From an optimization exercise on the open Yosys and OpenROAD flow, aimed at small area and a short achievable clock period; shortcuts taken in it are not production practice. No functional check of the RTL was part of any run shown here. In run 1 the design's own scripts or RTL, not TritonCTS, make the clock network. The clock input has no modelled driver; a real chip could not lean on it and would need a root buffer or a full tree.

===== flow/design.v =====
module multiplier_8bit (
    input signed [7:0] A,
    input signed [7:0] B,
    output signed [15:0] P
);
    wire pp1;
    assign pp1 = ~(A[0] & B[0]);
    wire pp2;
    assign pp2 = ~(A[0] & B[1]);
    wire pp3;
    assign pp3 = ~(A[0] & B[2]);
    wire pp4;
    assign pp4 = ~(A[0] & B[3]);
    wire pp5;
    assign pp5 = ~(A[0] & B[4]);
    wire pp6;
    assign pp6 = ~(A[0] & B[5]);
    wire pp7;
    assign pp7 = ~(A[0] & B[6]);
    wire pp8;
    assign pp8 = A[0] & B[7];
    wire pp9;
    assign pp9 = ~(A[1] & B[0]);
    wire pp10;
    assign pp10 = ~(A[1] & B[1]);
    wire pp11;
    assign pp11 = ~(A[1] & B[2]);
    wire pp12;
    assign pp12 = ~(A[1] & B[3]);
    wire pp13;
    assign pp13 = ~(A[1] & B[4]);
    wire pp14;
    assign pp14 = ~(A[1] & B[5]);
    wire pp15;
    assign pp15 = ~(A[1] & B[6]);
    wire pp16;
    assign pp16 = A[1] & B[7];
    wire pp17;
    assign pp17 = ~(A[2] & B[0]);
    wire pp18;
    assign pp18 = ~(A[2] & B[1]);
    wire pp19;
    assign pp19 = ~(A[2] & B[2]);
    wire pp20;
    assign pp20 = ~(A[2] & B[3]);
    wire pp21;
    assign pp21 = ~(A[2] & B[4]);
    wire pp22;
    assign pp22 = ~(A[2] & B[5]);
    wire pp23;
    assign pp23 = ~(A[2] & B[6]);
    wire pp24;
    assign pp24 = A[2] & B[7];
    wire pp25;
    assign pp25 = ~(A[3] & B[0]);
    wire pp26;
    assign pp26 = ~(A[3] & B[1]);
    wire pp27;
    assign pp27 = ~(A[3] & B[2]);
    wire pp28;
    assign pp28 = ~(A[3] & B[3]);
    wire pp29;
    assign pp29 = ~(A[3] & B[4]);
    wire pp30;
    assign pp30 = ~(A[3] & B[5]);
    wire pp31;
    assign pp31 = ~(A[3] & B[6]);
    wire pp32;
    assign pp32 = A[3] & B[7];
    wire pp33;
    assign pp33 = ~(A[4] & B[0]);
    wire pp34;
    assign pp34 = ~(A[4] & B[1]);
    wire pp35;
    assign pp35 = ~(A[4] & B[2]);
    wire pp36;
    assign pp36 = ~(A[4] & B[3]);
    wire pp37;
    assign pp37 = ~(A[4] & B[4]);
    wire pp38;
    assign pp38 = ~(A[4] & B[5]);
    wire pp39;
    assign pp39 = ~(A[4] & B[6]);
    wire pp40;
    assign pp40 = A[4] & B[7];
    wire pp41;
    assign pp41 = ~(A[5] & B[0]);
    wire pp42;
    assign pp42 = ~(A[5] & B[1]);
    wire pp43;
    assign pp43 = ~(A[5] & B[2]);
    wire pp44;
    assign pp44 = ~(A[5] & B[3]);
    wire pp45;
    assign pp45 = ~(A[5] & B[4]);
    wire pp46;
    assign pp46 = ~(A[5] & B[5]);
    wire pp47;
    assign pp47 = ~(A[5] & B[6]);
    wire pp48;
    assign pp48 = A[5] & B[7];
    wire pp49;
    assign pp49 = ~(A[6] & B[0]);
    wire pp50;
    assign pp50 = ~(A[6] & B[1]);
    wire pp51;
    assign pp51 = ~(A[6] & B[2]);
    wire pp52;
    assign pp52 = ~(A[6] & B[3]);
    wire pp53;
    assign pp53 = ~(A[6] & B[4]);
    wire pp54;
    assign pp54 = ~(A[6] & B[5]);
    wire pp55;
    assign pp55 = ~(A[6] & B[6]);
    wire pp56;
    assign pp56 = A[6] & B[7];
    wire pp57;
    assign pp57 = A[7] & B[0];
    wire pp58;
    assign pp58 = A[7] & B[1];
    wire pp59;
    assign pp59 = A[7] & B[2];
    wire pp60;
    assign pp60 = A[7] & B[3];
    wire pp61;
    assign pp61 = A[7] & B[4];
    wire pp62;
    assign pp62 = A[7] & B[5];
    wire pp63;
    assign pp63 = A[7] & B[6];
    wire pp64;
    assign pp64 = ~(A[7] & B[7]);
    wire s65;
    wire c66;
    xn_cell u67 (.a(pp7), .b(pp14), .y(s65));
    or_cell u68 (.a(pp7), .b(pp14), .y(c66));
    wire s69;
    wire c70;
    fa_cell u71 (.a(pp8), .b(pp15), .c(pp22), .s(s69), .co(c70));
    wire s72;
    wire c73;
    xn_cell u74 (.a(pp29), .b(pp36), .y(s72));
    or_cell u75 (.a(pp29), .b(pp36), .y(c73));
    wire s76;
    wire c77;
    ha_cell u78 (.a(pp16), .b(pp23), .s(s76), .co(c77));
    wire s79;
    wire c80;
    fa_cell u81 (.a(pp30), .b(pp37), .c(pp44), .s(s79), .co(c80));
    wire s82;
    wire c83;
    fa_cell u84 (.a(pp24), .b(pp31), .c(pp38), .s(s82), .co(c83));
    wire s85;
    wire c86;
    xn_cell u87 (.a(pp5), .b(pp12), .y(s85));
    or_cell u88 (.a(pp5), .b(pp12), .y(c86));
    wire s89;
    wire c90;
    fa_cell u91 (.a(pp6), .b(pp13), .c(pp20), .s(s89), .co(c90));
    wire s92;
    wire c93;
    xn_cell u94 (.a(pp27), .b(pp34), .y(s92));
    or_cell u95 (.a(pp27), .b(pp34), .y(c93));
    wire s96;
    wire c97;
    fa_cell u98 (.a(pp21), .b(pp28), .c(pp35), .s(s96), .co(c97));
    wire s99;
    wire c100;
    fa_cell u101 (.a(pp42), .b(pp49), .c(s65), .s(s99), .co(c100));
    wire s102;
    wire c103;
    fa_cell u104 (.a(pp43), .b(pp50), .c(pp57), .s(s102), .co(c103));
    wire s105;
    wire c106;
    fa_cell u107 (.a(c66), .b(s72), .c(s69), .s(s105), .co(c106));
    wire s108;
    wire c109;
    fa_cell u110 (.a(pp51), .b(pp58), .c(c73), .s(s108), .co(c109));
    wire s111;
    wire c112;
    fa_cell u113 (.a(s76), .b(c70), .c(s79), .s(s111), .co(c112));
    wire s114;
    wire c115;
    fa_cell u116 (.a(pp45), .b(pp52), .c(pp59), .s(s114), .co(c115));
    wire s117;
    wire c118;
    fa_cell u119 (.a(c77), .b(c80), .c(s82), .s(s117), .co(c118));
    wire s120;
    wire c121;
    fa_cell u122 (.a(pp32), .b(pp39), .c(pp46), .s(s120), .co(c121));
    wire s123;
    wire c124;
    fa_cell u125 (.a(pp53), .b(pp60), .c(c83), .s(s123), .co(c124));
    wire s126;
    wire c127;
    fa_cell u128 (.a(pp40), .b(pp47), .c(pp54), .s(s126), .co(c127));
    wire s129;
    wire c130;
    xn_cell u131 (.a(pp4), .b(pp11), .y(s129));
    or_cell u132 (.a(pp4), .b(pp11), .y(c130));
    wire s133;
    wire c134;
    fa_cell u135 (.a(pp19), .b(pp26), .c(pp33), .s(s133), .co(c134));
    wire s136;
    wire c137;
    fa_cell u138 (.a(pp41), .b(c86), .c(s92), .s(s136), .co(c137));
    wire s139;
    wire c140;
    fa_cell u141 (.a(c93), .b(c90), .c(s96), .s(s139), .co(c140));
    wire s142;
    wire c143;
    fa_cell u144 (.a(c97), .b(s102), .c(c100), .s(s142), .co(c143));
    wire s145;
    wire c146;
    fa_cell u147 (.a(c103), .b(s108), .c(c106), .s(s145), .co(c146));
    wire s148;
    wire c149;
    fa_cell u150 (.a(s114), .b(c109), .c(c112), .s(s148), .co(c149));
    wire s151;
    wire c152;
    fa_cell u153 (.a(c115), .b(s120), .c(s123), .s(s151), .co(c152));
    wire s154;
    wire c155;
    fa_cell u156 (.a(pp61), .b(c121), .c(s126), .s(s154), .co(c155));
    wire s157;
    wire c158;
    fa_cell u159 (.a(pp48), .b(pp55), .c(pp62), .s(s157), .co(c158));
    wire s160;
    wire c161;
    xn_cell u162 (.a(pp3), .b(pp10), .y(s160));
    or_cell u163 (.a(pp3), .b(pp10), .y(c161));
    wire s164;
    wire c165;
    fa_cell u166 (.a(pp18), .b(pp25), .c(s129), .s(s164), .co(c165));
    wire s167;
    wire c168;
    fa_cell u169 (.a(c130), .b(s85), .c(s133), .s(s167), .co(c168));
    wire s170;
    wire c171;
    fa_cell u172 (.a(c134), .b(s89), .c(s136), .s(s170), .co(c171));
    wire s173;
    wire c174;
    fa_cell u175 (.a(c137), .b(s99), .c(s139), .s(s173), .co(c174));
    wire s176;
    wire c177;
    fa_cell u178 (.a(c140), .b(s105), .c(s142), .s(s176), .co(c177));
    wire s179;
    wire c180;
    fa_cell u181 (.a(s111), .b(c143), .c(s145), .s(s179), .co(c180));
    wire s182;
    wire c183;
    fa_cell u184 (.a(s117), .b(c146), .c(s148), .s(s182), .co(c183));
    wire s185;
    wire c186;
    fa_cell u187 (.a(c118), .b(c149), .c(s151), .s(s185), .co(c186));
    wire s188;
    wire c189;
    fa_cell u190 (.a(c124), .b(s154), .c(c152), .s(s188), .co(c189));
    wire s191;
    wire c192;
    fa_cell u193 (.a(c127), .b(s157), .c(c155), .s(s191), .co(c192));
    wire s194;
    wire c195;
    fa_cell u196 (.a(pp56), .b(pp63), .c(c158), .s(s194), .co(c195));
    wire s197;
    wire c198;
    xn_cell u199 (.a(pp2), .b(pp9), .y(s197));
    or_cell u200 (.a(pp2), .b(pp9), .y(c198));
    wire s201;
    wire c202;
    fa_cell u203 (.a(c198), .b(pp17), .c(s160), .s(s201), .co(c202));
    wire s204;
    wire c205;
    fa_cell u206 (.a(c161), .b(c202), .c(s164), .s(s204), .co(c205));
    wire s207;
    wire c208;
    fa_cell u209 (.a(c165), .b(s167), .c(c205), .s(s207), .co(c208));
    wire s210;
    wire c211;
    fa_cell u212 (.a(c168), .b(s170), .c(c208), .s(s210), .co(c211));
    wire s213;
    wire c214;
    ha_cell u215 (.a(c171), .b(s173), .s(s213), .co(c214));
    wire s216;
    wire c217;
    ha_cell u218 (.a(c174), .b(s176), .s(s216), .co(c217));
    wire s219;
    wire c220;
    ha_cell u221 (.a(c177), .b(s179), .s(s219), .co(c220));
    wire s222;
    wire c223;
    ha_cell u224 (.a(c180), .b(s182), .s(s222), .co(c223));
    wire s225;
    wire c226;
    ha_cell u227 (.a(c183), .b(s185), .s(s225), .co(c226));
    wire s228;
    wire c229;
    ha_cell u230 (.a(c186), .b(s188), .s(s228), .co(c229));
    wire s231;
    wire c232;
    ha_cell u233 (.a(c189), .b(s191), .s(s231), .co(c232));
    wire s234;
    wire c235;
    ha_cell u236 (.a(c192), .b(s194), .s(s234), .co(c235));
    wire s237;
    wire c238;
    ha_cell u239 (.a(pp64), .b(c195), .s(s237), .co(c238));
    wire g240;
    wire p241;
    assign g240 = 1'b0 & 1'b1;
    assign p241 = 1'b0 ^ 1'b1;
    wire g242;
    assign g242 = c214 | (s213 & c211);
    wire G243;
    ao_cell u244 (.g(c217), .p(s216), .c(g242), .y(G243));
    wire P245;
    assign P245 = s216 & s213;
    wire G246;
    ao_cell u247 (.g(c223), .p(s222), .c(c220), .y(G246));
    wire P248;
    assign P248 = s222 & s219;
    wire G249;
    ao_cell u250 (.g(c229), .p(s228), .c(c226), .y(G249));
    wire P251;
    assign P251 = s228 & s225;
    wire G252;
    ao_cell u253 (.g(c235), .p(s234), .c(c232), .y(G252));
    wire P254;
    assign P254 = s234 & s231;
    wire G255;
    ao_cell u256 (.g(g240), .p(p241), .c(c238), .y(G255));
    wire P257;
    assign P257 = p241 & s237;
    wire G258;
    ao_cell u259 (.g(G246), .p(P248), .c(G243), .y(G258));
    wire P260;
    assign P260 = P248 & P245;
    wire G261;
    ao_cell u262 (.g(G252), .p(P254), .c(G249), .y(G261));
    wire P263;
    assign P263 = P254 & P251;
    wire G264;
    ao_cell u265 (.g(G261), .p(P263), .c(G258), .y(G264));
    wire P266;
    assign P266 = P263 & P260;
    wire G267;
    ao_cell u268 (.g(G249), .p(P251), .c(G258), .y(G267));
    wire P269;
    assign P269 = P251 & P260;
    wire G270;
    ao_cell u271 (.g(G255), .p(P257), .c(G264), .y(G270));
    wire P272;
    assign P272 = P257 & P266;
    wire G273;
    ao_cell u274 (.g(c220), .p(s219), .c(G243), .y(G273));
    wire P275;
    assign P275 = s219 & P245;
    wire G276;
    ao_cell u277 (.g(c226), .p(s225), .c(G258), .y(G276));
    wire P278;
    assign P278 = s225 & P260;
    wire G279;
    ao_cell u280 (.g(c232), .p(s231), .c(G267), .y(G279));
    wire P281;
    assign P281 = s231 & P269;
    wire G282;
    ao_cell u283 (.g(c238), .p(s237), .c(G264), .y(G282));
    wire P284;
    assign P284 = s237 & P266;
    wire sum285;
    assign sum285 = ~(s213 ^ c211);
    wire sum286;
    assign sum286 = ~(s216 ^ g242);
    wire sum287;
    assign sum287 = ~(s219 ^ G243);
    wire sum288;
    assign sum288 = ~(s222 ^ G273);
    wire sum289;
    assign sum289 = ~(s225 ^ G258);
    wire sum290;
    assign sum290 = ~(s228 ^ G276);
    wire sum291;
    assign sum291 = ~(s231 ^ G267);
    wire sum292;
    assign sum292 = ~(s234 ^ G279);
    wire sum293;
    assign sum293 = ~(s237 ^ G264);
    wire sum294;
    assign sum294 = ~(p241 ^ G282);
    assign P = {sum294, sum293, sum292, sum291, sum290, sum289, sum288, sum287, sum286, sum285, ~s210, ~s207, ~s204, ~s201, ~s197, ~pp1};
endmodule
module adder_16bit (
    input signed [15:0] A,
    input signed [15:0] B,
    input signed [15:0] C,
    input signed [15:0] D,
    output signed [17:0] S
);
    wire s1;
    wire c2;
    ha_cell u3 (.a(A[0]), .b(B[0]), .s(s1), .co(c2));
    wire s4;
    wire c5;
    fa_cell u6 (.a(A[1]), .b(B[1]), .c(C[1]), .s(s4), .co(c5));
    wire s7;
    wire c8;
    fa_cell u9 (.a(A[2]), .b(B[2]), .c(C[2]), .s(s7), .co(c8));
    wire s10;
    wire c11;
    fa_cell u12 (.a(A[3]), .b(B[3]), .c(C[3]), .s(s10), .co(c11));
    wire s13;
    wire c14;
    fa_cell u15 (.a(A[4]), .b(B[4]), .c(C[4]), .s(s13), .co(c14));
    wire s16;
    wire c17;
    fa_cell u18 (.a(A[5]), .b(B[5]), .c(C[5]), .s(s16), .co(c17));
    wire s19;
    wire c20;
    fa_cell u21 (.a(A[6]), .b(B[6]), .c(C[6]), .s(s19), .co(c20));
    wire s22;
    wire c23;
    fa_cell u24 (.a(A[7]), .b(B[7]), .c(C[7]), .s(s22), .co(c23));
    wire s25;
    wire c26;
    fa_cell u27 (.a(A[8]), .b(B[8]), .c(C[8]), .s(s25), .co(c26));
    wire s28;
    wire c29;
    fa_cell u30 (.a(A[9]), .b(B[9]), .c(C[9]), .s(s28), .co(c29));
    wire s31;
    wire c32;
    fa_cell u33 (.a(A[10]), .b(B[10]), .c(C[10]), .s(s31), .co(c32));
    wire s34;
    wire c35;
    fa_cell u36 (.a(A[11]), .b(B[11]), .c(C[11]), .s(s34), .co(c35));
    wire s37;
    wire c38;
    fa_cell u39 (.a(A[12]), .b(B[12]), .c(C[12]), .s(s37), .co(c38));
    wire s40;
    wire c41;
    fa_cell u42 (.a(A[13]), .b(B[13]), .c(C[13]), .s(s40), .co(c41));
    wire s43;
    wire c44;
    fa_cell u45 (.a(A[14]), .b(B[14]), .c(C[14]), .s(s43), .co(c44));
    wire s46;
    wire c47;
    fa_cell u48 (.a(~A[15]), .b(~B[15]), .c(~C[15]), .s(s46), .co(c47));
    wire s49;
    wire c50;
    ha_cell u51 (.a(C[0]), .b(D[0]), .s(s49), .co(c50));
    wire s52;
    wire c53;
    fa_cell u54 (.a(D[1]), .b(c2), .c(s4), .s(s52), .co(c53));
    wire s55;
    wire c56;
    fa_cell u57 (.a(D[2]), .b(c5), .c(s7), .s(s55), .co(c56));
    wire s58;
    wire c59;
    fa_cell u60 (.a(D[3]), .b(c8), .c(s10), .s(s58), .co(c59));
    wire s61;
    wire c62;
    fa_cell u63 (.a(D[4]), .b(c11), .c(s13), .s(s61), .co(c62));
    wire s64;
    wire c65;
    fa_cell u66 (.a(D[5]), .b(c14), .c(s16), .s(s64), .co(c65));
    wire s67;
    wire c68;
    fa_cell u69 (.a(D[6]), .b(c17), .c(s19), .s(s67), .co(c68));
    wire s70;
    wire c71;
    fa_cell u72 (.a(D[7]), .b(c20), .c(s22), .s(s70), .co(c71));
    wire s73;
    wire c74;
    fa_cell u75 (.a(D[8]), .b(c23), .c(s25), .s(s73), .co(c74));
    wire s76;
    wire c77;
    fa_cell u78 (.a(D[9]), .b(c26), .c(s28), .s(s76), .co(c77));
    wire s79;
    wire c80;
    fa_cell u81 (.a(D[10]), .b(c29), .c(s31), .s(s79), .co(c80));
    wire s82;
    wire c83;
    fa_cell u84 (.a(D[11]), .b(c32), .c(s34), .s(s82), .co(c83));
    wire s85;
    wire c86;
    fa_cell u87 (.a(D[12]), .b(c35), .c(s37), .s(s85), .co(c86));
    wire s88;
    wire c89;
    fa_cell u90 (.a(D[13]), .b(c38), .c(s40), .s(s88), .co(c89));
    wire s91;
    wire c92;
    fa_cell u93 (.a(D[14]), .b(c41), .c(s43), .s(s91), .co(c92));
    wire s94;
    wire c95;
    fa_cell u96 (.a(~D[15]), .b(c44), .c(s46), .s(s94), .co(c95));
    wire s97;
    wire c98;
    ha_cell u99 (.a(s1), .b(s49), .s(s97), .co(c98));
    wire s100;
    wire c101;
    ha_cell u102 (.a(c50), .b(s52), .s(s100), .co(c101));
    wire s103;
    wire c104;
    ha_cell u105 (.a(c53), .b(s55), .s(s103), .co(c104));
    wire s106;
    wire c107;
    ha_cell u108 (.a(c56), .b(s58), .s(s106), .co(c107));
    wire s109;
    wire c110;
    ha_cell u111 (.a(c59), .b(s61), .s(s109), .co(c110));
    wire s112;
    wire c113;
    ha_cell u114 (.a(c62), .b(s64), .s(s112), .co(c113));
    wire s115;
    wire c116;
    ha_cell u117 (.a(c65), .b(s67), .s(s115), .co(c116));
    wire s118;
    wire c119;
    ha_cell u120 (.a(c68), .b(s70), .s(s118), .co(c119));
    wire s121;
    wire c122;
    ha_cell u123 (.a(c71), .b(s73), .s(s121), .co(c122));
    wire s124;
    wire c125;
    ha_cell u126 (.a(c74), .b(s76), .s(s124), .co(c125));
    wire s127;
    wire c128;
    ha_cell u129 (.a(c77), .b(s79), .s(s127), .co(c128));
    wire s130;
    wire c131;
    ha_cell u132 (.a(c80), .b(s82), .s(s130), .co(c131));
    wire s133;
    wire c134;
    ha_cell u135 (.a(c83), .b(s85), .s(s133), .co(c134));
    wire s136;
    wire c137;
    ha_cell u138 (.a(c86), .b(s88), .s(s136), .co(c137));
    wire s139;
    wire c140;
    ha_cell u141 (.a(c89), .b(s91), .s(s139), .co(c140));
    wire s142;
    wire c143;
    ha_cell u144 (.a(c92), .b(s94), .s(s142), .co(c143));
    wire s145;
    wire c146;
    ha_cell u147 (.a(c47), .b(c95), .s(s145), .co(c146));
    wire g148;
    wire p149;
    assign g148 = 1'b1 & 1'b0;
    assign p149 = 1'b1 ^ 1'b0;
    wire G150;
    ao_cell u151 (.g(c101), .p(s100), .c(c98), .y(G150));
    wire P152;
    assign P152 = s100 & s97;
    wire G153;
    ao_cell u154 (.g(c107), .p(s106), .c(c104), .y(G153));
    wire P155;
    assign P155 = s106 & s103;
    wire G156;
    ao_cell u157 (.g(c113), .p(s112), .c(c110), .y(G156));
    wire P158;
    assign P158 = s112 & s109;
    wire G159;
    ao_cell u160 (.g(c119), .p(s118), .c(c116), .y(G159));
    wire P161;
    assign P161 = s118 & s115;
    wire G162;
    ao_cell u163 (.g(c125), .p(s124), .c(c122), .y(G162));
    wire P164;
    assign P164 = s124 & s121;
    wire G165;
    ao_cell u166 (.g(c131), .p(s130), .c(c128), .y(G165));
    wire P167;
    assign P167 = s130 & s127;
    wire G168;
    ao_cell u169 (.g(c137), .p(s136), .c(c134), .y(G168));
    wire P170;
    assign P170 = s136 & s133;
    wire G171;
    ao_cell u172 (.g(c143), .p(s142), .c(c140), .y(G171));
    wire P173;
    assign P173 = s142 & s139;
    wire G174;
    ao_cell u175 (.g(g148), .p(p149), .c(c146), .y(G174));
    wire P176;
    assign P176 = p149 & s145;
    wire G177;
    ao_cell u178 (.g(c104), .p(s103), .c(G150), .y(G177));
    wire P179;
    assign P179 = s103 & P152;
    wire G180;
    ao_cell u181 (.g(G153), .p(P155), .c(G150), .y(G180));
    wire P182;
    assign P182 = P155 & P152;
    wire G183;
    ao_cell u184 (.g(c116), .p(s115), .c(G156), .y(G183));
    wire P185;
    assign P185 = s115 & P158;
    wire G186;
    ao_cell u187 (.g(G159), .p(P161), .c(G156), .y(G186));
    wire P188;
    assign P188 = P161 & P158;
    wire G189;
    ao_cell u190 (.g(c128), .p(s127), .c(G162), .y(G189));
    wire P191;
    assign P191 = s127 & P164;
    wire G192;
    ao_cell u193 (.g(G165), .p(P167), .c(G162), .y(G192));
    wire P194;
    assign P194 = P167 & P164;
    wire G195;
    ao_cell u196 (.g(c140), .p(s139), .c(G168), .y(G195));
    wire P197;
    assign P197 = s139 & P170;
    wire G198;
    ao_cell u199 (.g(G171), .p(P173), .c(G168), .y(G198));
    wire P200;
    assign P200 = P173 & P170;
    wire G201;
    ao_cell u202 (.g(c110), .p(s109), .c(G180), .y(G201));
    wire P203;
    assign P203 = s109 & P182;
    wire G204;
    ao_cell u205 (.g(G156), .p(P158), .c(G180), .y(G204));
    wire P206;
    assign P206 = P158 & P182;
    wire G207;
    ao_cell u208 (.g(G183), .p(P185), .c(G180), .y(G207));
    wire P209;
    assign P209 = P185 & P182;
    wire G210;
    ao_cell u211 (.g(G186), .p(P188), .c(G180), .y(G210));
    wire P212;
    assign P212 = P188 & P182;
    wire G213;
    ao_cell u214 (.g(c134), .p(s133), .c(G192), .y(G213));
    wire P215;
    assign P215 = s133 & P194;
    wire G216;
    ao_cell u217 (.g(G168), .p(P170), .c(G192), .y(G216));
    wire P218;
    assign P218 = P170 & P194;
    wire G219;
    ao_cell u220 (.g(G195), .p(P197), .c(G192), .y(G219));
    wire P221;
    assign P221 = P197 & P194;
    wire G222;
    ao_cell u223 (.g(G198), .p(P200), .c(G192), .y(G222));
    wire P224;
    assign P224 = P200 & P194;
    wire G225;
    ao_cell u226 (.g(c122), .p(s121), .c(G210), .y(G225));
    wire P227;
    assign P227 = s121 & P212;
    wire G228;
    ao_cell u229 (.g(G162), .p(P164), .c(G210), .y(G228));
    wire P230;
    assign P230 = P164 & P212;
    wire G231;
    ao_cell u232 (.g(G189), .p(P191), .c(G210), .y(G231));
    wire P233;
    assign P233 = P191 & P212;
    wire G234;
    ao_cell u235 (.g(G192), .p(P194), .c(G210), .y(G234));
    wire P236;
    assign P236 = P194 & P212;
    wire G237;
    ao_cell u238 (.g(G213), .p(P215), .c(G210), .y(G237));
    wire P239;
    assign P239 = P215 & P212;
    wire G240;
    ao_cell u241 (.g(G216), .p(P218), .c(G210), .y(G240));
    wire P242;
    assign P242 = P218 & P212;
    wire G243;
    ao_cell u244 (.g(G219), .p(P221), .c(G210), .y(G243));
    wire P245;
    assign P245 = P221 & P212;
    wire G246;
    ao_cell u247 (.g(G222), .p(P224), .c(G210), .y(G246));
    wire P248;
    assign P248 = P224 & P212;
    wire G249;
    ao_cell u250 (.g(c146), .p(s145), .c(G246), .y(G249));
    wire P251;
    assign P251 = s145 & P248;
    wire G252;
    ao_cell u253 (.g(G174), .p(P176), .c(G246), .y(G252));
    wire P254;
    assign P254 = P176 & P248;
    wire sum255;
    assign sum255 = s100 ^ c98;
    wire sum256;
    assign sum256 = s103 ^ G150;
    wire sum257;
    assign sum257 = s106 ^ G177;
    wire sum258;
    assign sum258 = s109 ^ G180;
    wire sum259;
    assign sum259 = s112 ^ G201;
    wire sum260;
    assign sum260 = s115 ^ G204;
    wire sum261;
    assign sum261 = s118 ^ G207;
    wire sum262;
    assign sum262 = s121 ^ G210;
    wire sum263;
    assign sum263 = s124 ^ G225;
    wire sum264;
    assign sum264 = s127 ^ G228;
    wire sum265;
    assign sum265 = s130 ^ G231;
    wire sum266;
    assign sum266 = s133 ^ G234;
    wire sum267;
    assign sum267 = s136 ^ G237;
    wire sum268;
    assign sum268 = s139 ^ G240;
    wire sum269;
    assign sum269 = s142 ^ G243;
    wire sum270;
    assign sum270 = s145 ^ G246;
    wire sum271;
    assign sum271 = p149 ^ G249;
    assign S = {sum271, sum270, sum269, sum268, sum267, sum266, sum265, sum264, sum263, sum262, sum261, sum260, sum259, sum258, sum257, sum256, sum255, s97};
endmodule
module xn_cell (
    input a,
    input b,
    output y
);
    assign y = ~(a ^ b);
endmodule
module or_cell (
    input a,
    input b,
    output y
);
    assign y = a | b;
endmodule
module fa_cell (
    input a,
    input b,
    input c,
    output s,
    output co
);
    assign s = a ^ b ^ c;
    assign co = (a & b) | (a & c) | (b & c);
endmodule
module ha_cell (
    input a,
    input b,
    output s,
    output co
);
    assign s = a ^ b;
    assign co = a & b;
endmodule
module ao_cell (
    input g,
    input p,
    input c,
    output y
);
    assign y = g | (p & c);
endmodule
module hac_cell (
    input a,
    input b,
    output s,
    output co
);
    assign s = ~(a ^ b);
    assign co = a | b;
endmodule
module adder_18bit (
    input signed [17:0] A,
    input signed [17:0] B,
    output signed [18:0] S
);
    wire s1;
    wire c2;
    ha_cell u3 (.a(A[0]), .b(B[0]), .s(s1), .co(c2));
    wire s4;
    wire c5;
    fa_cell u6 (.a(A[1]), .b(B[1]), .c(c2), .s(s4), .co(c5));
    wire s7;
    wire c8;
    fa_cell u9 (.a(A[2]), .b(B[2]), .c(c5), .s(s7), .co(c8));
    wire s10;
    wire c11;
    fa_cell u12 (.a(A[3]), .b(B[3]), .c(c8), .s(s10), .co(c11));
    wire s13;
    wire c14;
    ha_cell u15 (.a(A[4]), .b(B[4]), .s(s13), .co(c14));
    wire s16;
    wire c17;
    ha_cell u18 (.a(A[5]), .b(B[5]), .s(s16), .co(c17));
    wire s19;
    wire c20;
    ha_cell u21 (.a(A[6]), .b(B[6]), .s(s19), .co(c20));
    wire s22;
    wire c23;
    ha_cell u24 (.a(A[7]), .b(B[7]), .s(s22), .co(c23));
    wire s25;
    wire c26;
    ha_cell u27 (.a(A[8]), .b(B[8]), .s(s25), .co(c26));
    wire s28;
    wire c29;
    ha_cell u30 (.a(A[9]), .b(B[9]), .s(s28), .co(c29));
    wire s31;
    wire c32;
    ha_cell u33 (.a(A[10]), .b(B[10]), .s(s31), .co(c32));
    wire s34;
    wire c35;
    ha_cell u36 (.a(A[11]), .b(B[11]), .s(s34), .co(c35));
    wire s37;
    wire c38;
    ha_cell u39 (.a(A[12]), .b(B[12]), .s(s37), .co(c38));
    wire s40;
    wire c41;
    ha_cell u42 (.a(A[13]), .b(B[13]), .s(s40), .co(c41));
    wire s43;
    wire c44;
    ha_cell u45 (.a(A[14]), .b(B[14]), .s(s43), .co(c44));
    wire s46;
    wire c47;
    ha_cell u48 (.a(A[15]), .b(B[15]), .s(s46), .co(c47));
    wire s49;
    wire c50;
    ha_cell u51 (.a(A[16]), .b(B[16]), .s(s49), .co(c50));
    wire s52;
    wire c53;
    ha_cell u54 (.a(A[17]), .b(B[17]), .s(s52), .co(c53));
    wire s55;
    wire c56;
    ha_cell u57 (.a(A[17]), .b(B[17]), .s(s55), .co(c56));
    wire g58;
    assign g58 = c14 | (s13 & c11);
    wire G59;
    ao_cell u60 (.g(c17), .p(s16), .c(g58), .y(G59));
    wire P61;
    assign P61 = s16 & s13;
    wire G62;
    ao_cell u63 (.g(c23), .p(s22), .c(c20), .y(G62));
    wire P64;
    assign P64 = s22 & s19;
    wire G65;
    ao_cell u66 (.g(c29), .p(s28), .c(c26), .y(G65));
    wire P67;
    assign P67 = s28 & s25;
    wire G68;
    ao_cell u69 (.g(c35), .p(s34), .c(c32), .y(G68));
    wire P70;
    assign P70 = s34 & s31;
    wire G71;
    ao_cell u72 (.g(c41), .p(s40), .c(c38), .y(G71));
    wire P73;
    assign P73 = s40 & s37;
    wire G74;
    ao_cell u75 (.g(c47), .p(s46), .c(c44), .y(G74));
    wire P76;
    assign P76 = s46 & s43;
    wire G77;
    ao_cell u78 (.g(c53), .p(s52), .c(c50), .y(G77));
    wire P79;
    assign P79 = s52 & s49;
    wire G80;
    ao_cell u81 (.g(G62), .p(P64), .c(G59), .y(G80));
    wire P82;
    assign P82 = P64 & P61;
    wire G83;
    ao_cell u84 (.g(G68), .p(P70), .c(G65), .y(G83));
    wire P85;
    assign P85 = P70 & P67;
    wire G86;
    ao_cell u87 (.g(G74), .p(P76), .c(G71), .y(G86));
    wire P88;
    assign P88 = P76 & P73;
    wire G89;
    ao_cell u90 (.g(G83), .p(P85), .c(G80), .y(G89));
    wire P91;
    assign P91 = P85 & P82;
    wire G92;
    ao_cell u93 (.g(G86), .p(P88), .c(G89), .y(G92));
    wire P94;
    assign P94 = P88 & P91;
    wire G95;
    ao_cell u96 (.g(G65), .p(P67), .c(G80), .y(G95));
    wire P97;
    assign P97 = P67 & P82;
    wire G98;
    ao_cell u99 (.g(G71), .p(P73), .c(G89), .y(G98));
    wire P100;
    assign P100 = P73 & P91;
    wire G101;
    ao_cell u102 (.g(G77), .p(P79), .c(G92), .y(G101));
    wire P103;
    assign P103 = P79 & P94;
    wire G104;
    ao_cell u105 (.g(c20), .p(s19), .c(G59), .y(G104));
    wire P106;
    assign P106 = s19 & P61;
    wire G107;
    ao_cell u108 (.g(c26), .p(s25), .c(G80), .y(G107));
    wire P109;
    assign P109 = s25 & P82;
    wire G110;
    ao_cell u111 (.g(c32), .p(s31), .c(G95), .y(G110));
    wire P112;
    assign P112 = s31 & P97;
    wire G113;
    ao_cell u114 (.g(c38), .p(s37), .c(G89), .y(G113));
    wire P115;
    assign P115 = s37 & P91;
    wire G116;
    ao_cell u117 (.g(c44), .p(s43), .c(G98), .y(G116));
    wire P118;
    assign P118 = s43 & P100;
    wire G119;
    ao_cell u120 (.g(c50), .p(s49), .c(G92), .y(G119));
    wire P121;
    assign P121 = s49 & P94;
    wire G122;
    ao_cell u123 (.g(c56), .p(s55), .c(G101), .y(G122));
    wire P124;
    assign P124 = s55 & P103;
    wire sum125;
    assign sum125 = s13 ^ c11;
    wire sum126;
    assign sum126 = s16 ^ g58;
    wire sum127;
    assign sum127 = s19 ^ G59;
    wire sum128;
    assign sum128 = s22 ^ G104;
    wire sum129;
    assign sum129 = s25 ^ G80;
    wire sum130;
    assign sum130 = s28 ^ G107;
    wire sum131;
    assign sum131 = s31 ^ G95;
    wire sum132;
    assign sum132 = s34 ^ G110;
    wire sum133;
    assign sum133 = s37 ^ G89;
    wire sum134;
    assign sum134 = s40 ^ G113;
    wire sum135;
    assign sum135 = s43 ^ G98;
    wire sum136;
    assign sum136 = s46 ^ G116;
    wire sum137;
    assign sum137 = s49 ^ G92;
    wire sum138;
    assign sum138 = s52 ^ G119;
    wire sum139;
    assign sum139 = s55 ^ G101;
    assign S = {sum139, sum138, sum137, sum136, sum135, sum134, sum133, sum132, sum131, sum130, sum129, sum128, sum127, sum126, sum125, s10, s7, s4, s1};
endmodule
module int8_mac_tree (
    input clk,  
    input reset,  
    input signed [7:0] in0,
    input signed [7:0] in1,
    input signed [7:0] in2,
    input signed [7:0] in3,
    input signed [7:0] in4,
    input signed [7:0] in5,
    input signed [7:0] in6,
    input signed [7:0] in7,
    input signed [7:0] in8,
    input signed [7:0] in9,
    input signed [7:0] in10,
    input signed [7:0] in11,
    input signed [7:0] in12,
    input signed [7:0] in13,
    input signed [7:0] in14,
    input signed [7:0] in15,
    output signed [31:0] out,
    output reg signed [15:0] prod0, prod1, prod2, prod3, prod4, prod5, prod6, prod7,
    output signed [17:0] sum_level2_0, sum_level2_1
);
    wire signed [15:0] p0, p1, p2, p3, p4, p5, p6, p7;
    multiplier_8bit mul0 (.A(in0),  .B(in1),  .P(p0));
    multiplier_8bit mul1 (.A(in2),  .B(in3),  .P(p1));
    multiplier_8bit mul2 (.A(in4),  .B(in5),  .P(p2));
    multiplier_8bit mul3 (.A(in6),  .B(in7),  .P(p3));
    multiplier_8bit mul4 (.A(in8),  .B(in9),  .P(p4));
    multiplier_8bit mul5 (.A(in10), .B(in11), .P(p5));
    multiplier_8bit mul6 (.A(in12), .B(in13), .P(p6));
    multiplier_8bit mul7 (.A(in14), .B(in15), .P(p7));
    always @(posedge clk or posedge reset) begin
        if (reset) begin
            prod0 <= 16'h0; prod1 <= 16'h0; prod2 <= 16'h0; prod3 <= 16'h0;
            prod4 <= 16'h0; prod5 <= 16'h0; prod6 <= 16'h0; prod7 <= 16'h0;
        end else begin
            prod0 <= p0; prod1 <= p1; prod2 <= p2; prod3 <= p3;
            prod4 <= p4; prod5 <= p5; prod6 <= p6; prod7 <= p7;
        end
    end
    adder_16bit sum0 (.A(prod0), .B(prod1), .C(prod2), .D(prod3), .S(sum_level2_0));
    adder_16bit sum1 (.A(prod4), .B(prod5), .C(prod6), .D(prod7), .S(sum_level2_1));
    reg signed [18:0] out_r;
    wire signed [18:0] out_sum;
    adder_18bit add_final (.A(sum_level2_0), .B(sum_level2_1), .S(out_sum));
    always @(posedge clk or posedge reset) begin
        if (reset)
            out_r <= 19'h0;
        else
            out_r <= out_sum;
    end
    assign out = out_r;
endmodule

===== flow/flow/run.sh =====
#!/bin/bash
# Standard layout with three changes:
# - the port buffers are made from a plain buffer cell instead of the delay
#   buffer buffer_ports picks on its own;
# - timing repair aims at a setup slack of 6.1 ns;
# - after CTS, flow/mycts.tcl rebuilds the clock tree with two levels of
#   clkbuf_16 (the clock port drives four of them), see that file.
set -euo pipefail
export BUFFER_PORTS_ARGS="-buffer_cell sky130_fd_sc_hd__buf_1"
export POST_CTS_TCL="$PWD/flow/mycts.tcl"
bash standard.sh SETUP_SLACK_MARGIN=6.1 finish > standard.log 2>&1

===== flow/flow/mycts.tcl =====
# Replace the clock tree that CTS built with a two-level tree: the clock port
# drives four clkbuf_16 buffers directly, each of them drives the leaf clkbuf_16
# buffers of its group, and each leaf buffer feeds the flip-flops of one cluster.
# The clusters come from k-means on the flip-flop locations, then a capacitated
# reassignment so that every leaf drives about the same number of flip-flops
# (and every top buffer the same number of leaves), which keeps the skew small.
# Runs as the POST CTS step hook, inside ORFS cts.tcl.
# ORFS sources this file inside a procedure; run it at global level.
uplevel #0 {
set nleaf 8
if { [info exists ::env(MYCTS_LEAVES)] } { set nleaf $::env(MYCTS_LEAVES) }
set block [ord::get_db_block]
set db [ord::get_db]
set clknet [[$block findBTerm clk] getNet]
puts "mycts: clock port net [$clknet getName] with [llength [$clknet getITerms]] loads"
set bufmaster [$db findMaster sky130_fd_sc_hd__clkbuf_16]

# Walk the clock tree from the port: buffers to remove and the sinks they feed.
set sinks {}
set oldbufs {}
set oldnets {}
proc walk { net } {
  global sinks oldbufs oldnets
  foreach it [$net getITerms] {
    if { [$it isOutputSignal] } { continue }
    set inst [$it getInst]
    set m [[$inst getMaster] getName]
    if { [string match "sky130_fd_sc_hd__clkbuf_*" $m] || [string match "sky130_fd_sc_hd__buf_*" $m] } {
      lappend oldbufs $inst
      foreach ot [$inst getITerms] {
        if { [$ot isOutputSignal] && [$ot getNet] != "NULL" } {
          lappend oldnets [$ot getNet]
          walk [$ot getNet]
        }
      }
    } else {
      lappend sinks $it
    }
  }
}
walk $clknet
puts "mycts: [llength $oldbufs] clock buffers, [llength $sinks] sinks"
# Loads that drive nothing are CTS's dummy loads: removed with the tree.
set ffs {}
set dummies {}
foreach it $sinks {
  set inst [$it getInst]
  set m [[$inst getMaster] getName]
  if { [string match "sky130_fd_sc_hd__df*" $m] } {
    lappend ffs $it
    continue
  }
  foreach ot [$inst getITerms] {
    if { [$ot isOutputSignal] && [$ot getNet] != "NULL" } { error "mycts: unexpected clock sink $m" }
  }
  lappend dummies $inst
}
puts "mycts: [llength $ffs] flip-flops, [llength $dummies] dummy loads"
set sinks $ffs

# Sink locations (centre of the flip-flop).
set pts {}
foreach it $sinks {
  set bb [[$it getInst] getBBox]
  lappend pts [list [expr {([$bb xMin] + [$bb xMax]) / 2.0}] [expr {([$bb yMin] + [$bb yMax]) / 2.0}]]
}
proc kmeans { pts nk } {
  set n [llength $pts]
  set cx 0; set cy 0
  foreach p $pts { set cx [expr {$cx + [lindex $p 0]}]; set cy [expr {$cy + [lindex $p 1]}] }
  set cx [expr {$cx / $n}]; set cy [expr {$cy / $n}]
  set cent {}
  for {set k 0} {$k < $nk} {incr k} {
    set a [expr {2 * 3.14159265 * ($k + 0.5) / $nk}]
    lappend cent [list [expr {$cx + 30000 * cos($a)}] [expr {$cy + 30000 * sin($a)}]]
  }
  for {set iter 0} {$iter < 50} {incr iter} {
    set asg {}
    foreach p $pts {
      set best 0; set bd 1e30
      for {set k 0} {$k < $nk} {incr k} {
        set c [lindex $cent $k]
        set d [expr {abs([lindex $p 0] - [lindex $c 0]) + abs([lindex $p 1] - [lindex $c 1])}]
        if { $d < $bd } { set bd $d; set best $k }
      }
      lappend asg $best
    }
    set newc {}
    for {set k 0} {$k < $nk} {incr k} {
      set sx 0; set sy 0; set cnt 0
      foreach p $pts a $asg {
        if { $a == $k } { set sx [expr {$sx + [lindex $p 0]}]; set sy [expr {$sy + [lindex $p 1]}]; incr cnt }
      }
      if { $cnt > 0 } { lappend newc [list [expr {$sx / $cnt}] [expr {$sy / $cnt}]] } else { lappend newc [lindex $cent $k] }
    }
    set cent $newc
  }
  # Balance: capacitated greedy assignment by distance, then new centres.
  set cap [expr {int(ceil(double($n) / $nk))}]
  for {set iter 0} {$iter < 10} {incr iter} {
    set pairs {}
    set i 0
    foreach p $pts {
      for {set k 0} {$k < $nk} {incr k} {
        set c [lindex $cent $k]
        lappend pairs [list [expr {abs([lindex $p 0] - [lindex $c 0]) + abs([lindex $p 1] - [lindex $c 1])}] $i $k]
      }
      incr i
    }
    set pairs [lsort -real -index 0 $pairs]
    set asg [lrepeat $n -1]
    set cnt [lrepeat $nk 0]
    foreach pr $pairs {
      lassign $pr d i k
      if { [lindex $asg $i] >= 0 || [lindex $cnt $k] >= $cap } { continue }
      lset asg $i $k
      lset cnt $k [expr {[lindex $cnt $k] + 1}]
    }
    set newc {}
    for {set k 0} {$k < $nk} {incr k} {
      set sx 0; set sy 0; set c 0
      foreach p $pts a $asg {
        if { $a == $k } { set sx [expr {$sx + [lindex $p 0]}]; set sy [expr {$sy + [lindex $p 1]}]; incr c }
      }
      if { $c > 0 } { lappend newc [list [expr {$sx / $c}] [expr {$sy / $c}]] } else { lappend newc [lindex $cent $k] }
    }
    set cent $newc
  }
  return [list $cent $asg]
}
lassign [kmeans $pts $nleaf] cent asg
set ntop 4
lassign [kmeans $cent $ntop] tcent tasg

# Remove the old tree.
foreach it $sinks { $it disconnect }
foreach inst $dummies { odb::dbInst_destroy $inst }
foreach inst $oldbufs { odb::dbInst_destroy $inst }
foreach net $oldnets { odb::dbNet_destroy $net }

# Build the new one: the port drives the top buffers, each top buffer drives
# the leaf buffers of its group, each leaf buffer drives its flip-flops.
proc mkbuf { name c innet } {
  global block bufmaster
  set inst [odb::dbInst_create $block $bufmaster $name]
  set net [odb::dbNet_create $block "net_$name"]
  $net setSigType CLOCK
  $inst setLocation [expr {int([lindex $c 0])}] [expr {int([lindex $c 1])}]
  $inst setPlacementStatus PLACED
  [$inst findITerm A] connect $innet
  [$inst findITerm X] connect $net
  return $net
}
set topnets {}
for {set t 0} {$t < $ntop} {incr t} {
  lappend topnets [mkbuf "clktop_$t" [lindex $tcent $t] $clknet]
}
for {set k 0} {$k < $nleaf} {incr k} {
  set net [mkbuf "clkleaf_$k" [lindex $cent $k] [lindex $topnets [lindex $tasg $k]]]
  set cnt 0
  foreach it $sinks a $asg {
    if { $a == $k } { $it connect $net; incr cnt }
  }
  puts "mycts: leaf $k (top [lindex $tasg $k]) drives $cnt sinks"
}
detailed_placement
estimate_parasitics -placement

# Timing repair with the new tree, as cts.tcl does after CTS.
repair_timing_helper
detailed_placement
check_placement -verbose

}

===== flow/standard.sh =====
#!/bin/bash
# synth_recipe.tcl (not shown) runs the flow's synth.tcl, then flattens the netlist and writes it again
# the make line also repeats each setting of config.mk as NAME=value (left out here)
make -C /OpenROAD-flow-scripts/flow DESIGN_CONFIG=/design/flow/config.mk WORK_HOME=/design/flow/orfs CLKGATE_MAP_FILE= SYNTH_SCRIPT=/design/flow/synth_recipe.tcl "${@:-finish}"

===== flow/config.mk =====
export PLATFORM = sky130hd
export DESIGN_NAME = int8_mac_tree
export DESIGN_NICKNAME = int8_mac_tree
export VERILOG_FILES = /design/flow/design.v
export SDC_FILE = /design/flow/constraint.sdc
export NUM_CORES = 4
export LEC_CHECK = 0
export CAP_MARGIN = 20
export CORE_MARGIN = 2
export CORE_UTILIZATION = 72
export SLEW_MARGIN = 20
export SYNTH_HIERARCHICAL = 1
export SYNTH_MINIMUM_KEEP_SIZE = 0

===== flow/constraint.sdc =====
create_clock -name core_clock -period 12.0 [get_ports {clk}]
set_input_delay 2.4000 -clock core_clock [delete_from_list [all_inputs] [get_ports {clk}]]
set_output_delay 2.4000 -clock core_clock [all_outputs]
set_load 0.01 [all_outputs]

==> out/metrics.yaml, run 1 <==
yosys:
  netlist_area_mm2: 0.0205
  synth_common_cells: "nand2_1 (392), fa_1 (375), a21o_1 (183)"
  synth_edf_count: 0
  synth_compound_area_share_pct: 6.69
  synth_top_family_by_area: "adder cells"
  synth_area_leader_cell: "fa_1"
  synth_top_area_share_pct: 36.6
  async_flop_share_pct: 100
  yosys.area_share.simple_pct: 15.2
  ys.flop_type: "dfrtp_1"
  yosysWarnings: 7
  syn_inst: 1914
  ys_ff_latch: 147
  post-synth-top-count-cell: "nand2_1"
  synth_xor_area_share_pct: 7.38
  yosys-mux-area-fraction_pct: 0
  synthAdderAreaFrac_pct: 45.3
  ys_top_cells_by_area: "fa_1 (37%), dfrtp_1 (18%), ha_1 (8.7%), nand2_1 (7.2%), a21o_1 (6.7%)"
  synth_cell_types: 19
  syn_nets: 2562
  avgSynthCellArea_um2: 10.7
  seq_area_frac_synth_pct: 17.9
die:
  die_y_um: 173
  ios: 326
  core_mm2: 0.0279
  start_util_pct: 73.5
  design.die.area_mm2: 0.0299
  row_count: 61
  fp.dieW_um: 173
flow_run:
  drv_cap: 0
placement:
  dp_slack_ns: 5.79
  dp_hpwl_um: 41800
  port_buffers: 325
  dpl.cell_count: 2431
  gp_congestion: 0.934
sta:
  fin_tns_setup_ns: 0
  skew_ns: 0.0126
  rsz0062_at_grt: "false"
  slew_headroom_pct: 41.4
  hold_violations: 0
  slew_viol_final: 0
  setup_viol: 0
  worst_pin_slew_ns: 0.879
  min_period_ns: 5.81
  fin_ws_ns: 6.19
  timing.fmax_mhz: 172
  min_period_over_period_pct: 48.4
drt:
  drtPass1Iterations: 7
  routed_wl_um: 50500
  wl_per_cell_um: 20.6
  num_vias: 14400
  route.detailed.drc: 0
  ant_nets: 0
  drt_iter0_markers: 1045
  post_drt_via_cell_ratio: 5.86
worst_setup_path:
  required_ns: 9.60
  cpMostUsedCell: "a21o_1"
  cp_slowest_cell: "fa_1"
  crit_fanout: 5
  worstRegToRegCells: 15
  cp_data_arrival_time_ns: 3.41
  crit_chain: "fa_1 > fa_1 > ha_4 > a21o_1 > a21o_1 > a21o_4 > a21o_1 > xor2_4 > buf_2"
  end_kind: "primary output"
  crit_type: "reg -> out"
  crit_path_max_incr_delay_ns: 0.58
  startpoint_type: "flop"
hold_path:
  hold_depth: 3
  hp-class: "reg -> reg"
finish:
  final_cells: 2453
  nNetsFinal: 2724
  area_growth_pct: 5.50
  utilization_pct: 77.5
  drive_gt1_share_pct: 9.02
  fillers: 1897
clock_network:
  cts_sinks: 147
  clock_latency_ns: 0.29
  path_clk_slew_ns: 0.08
global_route:
  grt_pass1_vias: 15300
  grt_max_degree: 81
  grt_pass1_wl_um: 81100
  grtUsageTotal_pct: 35.2
  antenna_found_initial: 2
  grt_overflow: 0
status:
  run_status: "no timing/DRC/antenna violations"
## modules after synthesis, one instance, submodules excluded
module | flip-flops and latches | area (um2) | times used
multiplier_8bit | 0 | 524 | 8
xn_cell | 0 | 8.76 | 56
adder_16bit | 0 | 408 | 2
fa_cell | 0 | 20.0 | 375
or_cell | 0 | 6.26 | 56
int8_mac_tree | 147 | 3780 | 1
ha_cell | 0 | 12.5 | 134
ao_cell | 0 | 7.51 | 183
adder_18bit | 0 | 337 | 1
## sequential cells by signal, indices dropped and copies added (netlist names)
register / count
out_r: 19
prod0: 16
prod1: 16
prod2: 16
prod3: 16
prod4: 16
prod5: 16
prod6: 16
prod7: 16
## cells by family (layout without fill, tap and decap cells)
logic type | count (synthesis) | in the layout
AO/OA/AOI/OAI | 183 | 184
XOR/XNOR | 166 | 166
adder cells (fa/ha/maj) | 518 | 518
buffers and inverters | 249 | 408
flip-flops | 147 | 147
other | 0 | 1
AND/OR/NAND/NOR | 651 | 651
## routing by layer
layer  global-route usage (%)  vias up  part of all wire (%)
met5                        0        -                     0
met2                     56.6      659                    48
met4                     15.1        0                   5.0
li1                         -     6205                     -
met3                     6.86      146                   8.4
met1                     47.4     7355                    39
## path summary, 6_finish.rpt
check | startpoint | end | slack, ns
max | prod4[1] | sum_level2_1[11] | 6.19
min | prod7[0] | out_r[0] | 0.79
max reg2reg | prod0[1] | out_r[18] | 6.79
min reg2reg | prod7[0] | out_r[0] | 0.79
max in group asynchronous | reset | prod4[1] | 8.28
min in group asynchronous | reset | out_r[5] | 2.31
## layout by cell type, fill, tap and decap left out, drive strengths merged
cell / netlist / final
nor2b: 2 / 2
xnor2: 120 / 120
dfrtp: 147 / 147
a21o: 183 / 184
nand2: 392 / 392
and2b: 2 / 2
or2: 65 / 65
and3: 10 / 10
clkinvlp: 0 / 1
nand4: 2 / 2
fa: 375 / 375
ha: 143 / 143
inv: 61 / 60
diode: 0 / 1
and4: 2 / 2
and2: 176 / 176
clkbuf: 0 / 91
xor2: 46 / 46
buf: 188 / 256
## layout make-up
type | count | area [um2] | share of cell area (%)
timing repair buffer | 335 | 1430 | 6.61
antenna | 1 | 2.50 | 0.0116
tap | 378 | 473 | 2.18
inverter | 61 | 233 | 1.07
multi-input combinational | 1519 | 15500 | 71.7
sequential | 147 | 3680 | 17.0
buffer | 12 | 300 | 1.39
## critical path, delay by kind of cell (launching register included)
kind                       cells  cell delay (ns)
buffers and inverters          1             0.17
AOI/OAI and AO/OA              4             0.96
xor gates and xnor gates       1             0.23
DFF                            1             0.47
adders and majority gates      3             1.28
## metrics by stage
stage | area (um2) | hold WS, ns
2_1_floorplan | 20600 | 0.953
3_3_place_gp | 21000 | 0.758
3_5_place_dp | 21000 | 0.761
5_1_grt | 21700 | 0.831
6_report | 21700 | 0.786
==> run 2, diff against run 1 <==
==> flow/flow/run.sh (replaced) <==
#!/bin/bash
# Standard layout, with the port buffers made from a plain buffer cell
# instead of the delay buffer buffer_ports picks on its own, and timing
# repair aiming at a setup slack of 6.0 ns.
set -euo pipefail
export BUFFER_PORTS_ARGS="-buffer_cell sky130_fd_sc_hd__buf_1"
bash standard.sh SETUP_SLACK_MARGIN=6.0 finish > standard.log 2>&1
removed: flow/flow/mycts.tcl
==> out/metrics.yaml, run 2 <==
yosys:
  synth_edf_count: 0  # unchanged
  syn_nets: 2562  # unchanged
  synthAdderAreaFrac_pct: 45.3  # unchanged
  seq_area_frac_synth_pct: 17.9  # unchanged
  yosysWarnings: 7  # unchanged
  ys_ff_latch: 147  # unchanged
  synth_top_area_share_pct: 36.6  # unchanged
  synth_top_family_by_area: "adder cells"
  ys.flop_type: "dfrtp_1"
  syn_inst: 1914  # unchanged
  synth_common_cells: "nand2_1 (392), fa_1 (375), a21o_1 (183)"
  synth_xor_area_share_pct: 7.38  # unchanged
  synth_cell_types: 19  # unchanged
  post-synth-top-count-cell: "nand2_1"
  synth_area_leader_cell: "fa_1"
  avgSynthCellArea_um2: 10.7  # unchanged
  ys_top_cells_by_area: "fa_1 (37%), dfrtp_1 (18%), ha_1 (8.7%), nand2_1 (7.2%), a21o_1 (6.7%)"
  synth_compound_area_share_pct: 6.69  # unchanged
  netlist_area_mm2: 0.0205  # unchanged
  async_flop_share_pct: 100  # unchanged
  yosys.area_share.simple_pct: 15.2  # unchanged
  yosys-mux-area-fraction_pct: 0  # unchanged
worst_setup_path:
  crit_chain: "fa_1 > fa_1 > ha_1 > and2_1 > a21o_1 > a21o_4 > a21o_1 > xor2_2 > buf_1"
  cp_slowest_cell: "fa_1"
  cp_data_arrival_time_ns: 3.55  # +0.14 ns
  required_ns: 9.60  # about the same
  ff2ff_setup_slack_ns: 6.78  # about the same
  crit_fanout: 5  # unchanged
  end_kind: "primary output"
  worstReg2RegEnd: "out_r[18]"
  worstRegToRegCells: 15  # unchanged
  crit_path_max_incr_delay_ns: 0.57  # about the same
  r2r-start: "prod1[1]"
  startpoint: "prod4[3]"
  startpoint_type: "flop"
  crit_type: "reg -> out"
die:
  ios: 326  # unchanged
  row_count: 61  # unchanged
  start_util_pct: 73.5  # unchanged
  die_y_um: 173  # unchanged
  core_mm2: 0.0279  # unchanged
  design.die.area_mm2: 0.0299  # unchanged
  fp.dieW_um: 173  # unchanged
clock_network:
  htree_levels: 4
  path_clk_slew_ns: 0.06  # -0.02 ns
  cts_tree: "yes"
  clock_path_buffers: 2
  cts_root_buffer: "clkbuf_16"
  cts_sinks: 147  # unchanged
  cts_buffers: 17
  clock_latency_ns: 0.44  # +0.15 ns
  cts_hold_buf: 0
finish:
  final_cell_mix: "nand2_1 (392), fa_1 (375), buf_1 (312)"
  drive_gt1_share_pct: 5.01  # -4.0 points
  final_common_cell: "nand2_1"
  top_register: "out_r"
  area_growth_pct: 6.22
  nNetsFinal: 2731  # +0.26%
  largest_reg_flops: 19  # unchanged
  design_area_mm2: 0.0218  # +0.68%
hold_path:
  hold-path-endpoint: "out_r[0]"
  hold_depth: 3  # unchanged
  min_from: "prod7[0]"
  hp-class: "reg -> reg"
sta:
  hold_violations: 0  # unchanged
  setup_viol: 0  # unchanged
  fin_tns_setup_ns: 0  # unchanged
  skew_ns: 0.00983  # -0.00276 ns
  min_period_ns: 5.95  # +0.148 ns
  rsz0062_at_grt: "false"
  worst_pin_slew_ns: 0.985  # +0.106 ns
  min_period_over_period_pct: 49.6  # +1.2 points
  timing.fmax_mhz: 168  # -2.5%
  slew_headroom_pct: 34.3  # -7.1 points
  slew_viol_final: 0  # unchanged
global_route:
  antenna_found_initial: 2  # unchanged
  grt_max_degree: 79  # -2.5%
  grtUsageTotal_pct: 34.8  # -0.36 points
  grt_pass1_vias: 15200  # -0.71%
  grt_pass1_wl_um: 80100  # -1.2%
  grt_overflow: 0  # unchanged
drt:
  ant_nets: 0  # unchanged
  post_drt_via_cell_ratio: 5.82  # -0.61%
  route.detailed.drc: 0  # unchanged
  drtPass1Iterations: 5  # -2
  routed_wl_um: 50600  # +0.17%
  num_vias: 14400  # +0.28%
  wl_per_cell_um: 20.5  # -0.72%
  drt_iter0_markers: 989  # -5.4%
placement:
  dp_hpwl_um: 42000  # +0.47%
  gp_congestion: 0.980  # +5.0%
  port_buffers: 325  # unchanged
  placed_area_mm2: 0.0209  # -0.29%
status:
  run_status: "no timing/DRC/antenna violations"
flow_run:
  drv_cap: 0  # unchanged
## run 2: cell counts after synthesis
No cell type changed its count.
## run 2: worst max-delay path, delay by kind of cell (launching register included)
kind	cells	cell delay (ns)
buf+inv	1	0.18
flops	1	0.46
simple gates	1	0.18
fa+ha+maj	3	1.32
xor+xnor	1	0.24
compound gates	3	0.74
## run 2: layout make-up
type / count / area (um2)
Inverter: 61 / 233
Antenna cell: 1 / 2.50
Fill cell: 1939 / 6130
Tap cell: 378 / 473
Timing Repair Buffer: 336 / 1320
Clock inverter: 15 / 135
Multi-Input combinational cell: 1520 / 15500
Clock buffer: 17 / 425
Sequential cell: 147 / 3690
## run 2: per-layer routing
metal | up-vias | track usage, % | part of all wire, %
met4 | 2 | 14.2 | 4.4
met5 | - | 0 | 0.028
met2 | 680 | 54.4 | 47
met1 | 7359 | 47.8 | 40
li1 | 6224 | - | -
met3 | 140 | 8.00 | 8.4
## run 2: kinds of logic (layout without fill, tap and decap cells)
kind of cell | Yosys count | after routing
buffers and inverters | 249 | 429
XOR/XNOR | 166 | 166
flip-flops | 147 | 147
adder cells (fa/ha/maj) | 518 | 518
other | 0 | 1
AND/OR/NAND/NOR | 651 | 651
AO/OA/AOI/OAI | 183 | 185
## run 2: worst max-delay path by stage
| stage | to | cells past startpoint |
|---|---|---|
| after global placement | prod0[13] | 14 |
| final | sum_level2_1[16] | 9 |
| after global routing | sum_level2_0[9] | 9 |
| after CTS | sum_level2_0[14] | 9 |
| after detailed placement | prod5[13] | 14 |
| after floorplan | prod0[13] | 15 |
## run 2: repair_timing
| item | CTS | global route |
|---|---|---|
| endpoints found under the setup margin | 17 | 21 |
| buffers inserted | 1 | 8 |
| pin swaps | 2 | 7 |
| cloned | 0 | 2 |
| gates resized for setup | 18 | 32 |
## run 2: through the flow
stage	worst slack, ns	utilization (%)	std cells	hold WS, ns
global placement	5.87	74.9	2431	0.746
detailed placement	5.76	74.9	2431	0.777
floorplan	6.03	-	1914	0.953
global route	5.98	78.0	2475	0.846
finish	6.05	78.0	2475	0.787
CTS	6.00	77.2	2464	0.791
## run 2: modules after synthesis (local to each module, per instance)
| module | cells | flip-flops and latches | copies in the design |
|---|---|---|---|
| xn_cell | 1 | 0 | 56 |
| adder_18bit | 43 | 0 | 1 |
| multiplier_8bit | 99 | 0 | 8 |
| ao_cell | 1 | 0 | 183 |
| ha_cell | 1 | 0 | 134 |
| or_cell | 1 | 0 | 56 |
| int8_mac_tree | 161 | 147 | 1 |
| adder_16bit | 57 | 0 | 2 |
| fa_cell | 1 | 0 | 375 |

-- re-timing with driven ports --
In the flow no input, the clock included, has a driving cell. The finished layouts below were timed again as built, in two steps.
Step 1 (the two cells are an assumption about what drives the block):
set clk [get_ports {clk}]
set_driving_cell -lib_cell sky130_fd_sc_hd__clkbuf_16 $clk
set_driving_cell -lib_cell sky130_fd_sc_hd__buf_2 [delete_from_list [all_inputs] $clk]
Step 2 times the ports against the registers' clock, not the clock port: input delays grow and output delays shrink by t, the midpoint of the rising clock arrivals with the driver on.
Slacks: no drivers / after step 1 / after step 2; pairs: no drivers / after step 1.
| run | shift t [ns] | slack for setup (ns) | hold slack, ns | worst setup path after step 2 | clock arrival spread, ns |
|---|---|---|---|---|---|
| run 1 | 0.376 | 6.193 / 6.098 / 5.885 | 0.786 / 0.786 / 0.786 | input to register | 0.013 / 0.013 |
| run 2 | 0.481 | 6.045 / 5.997 / 5.719 | 0.787 / 0.787 / 0.787 | input to register | 0.012 / 0.012 |
After both steps setup and hold are still met in every run listed. The setup slack of run 2, which loses most, moves by -0.048 ns with the drivers and by -0.326 ns with both steps.
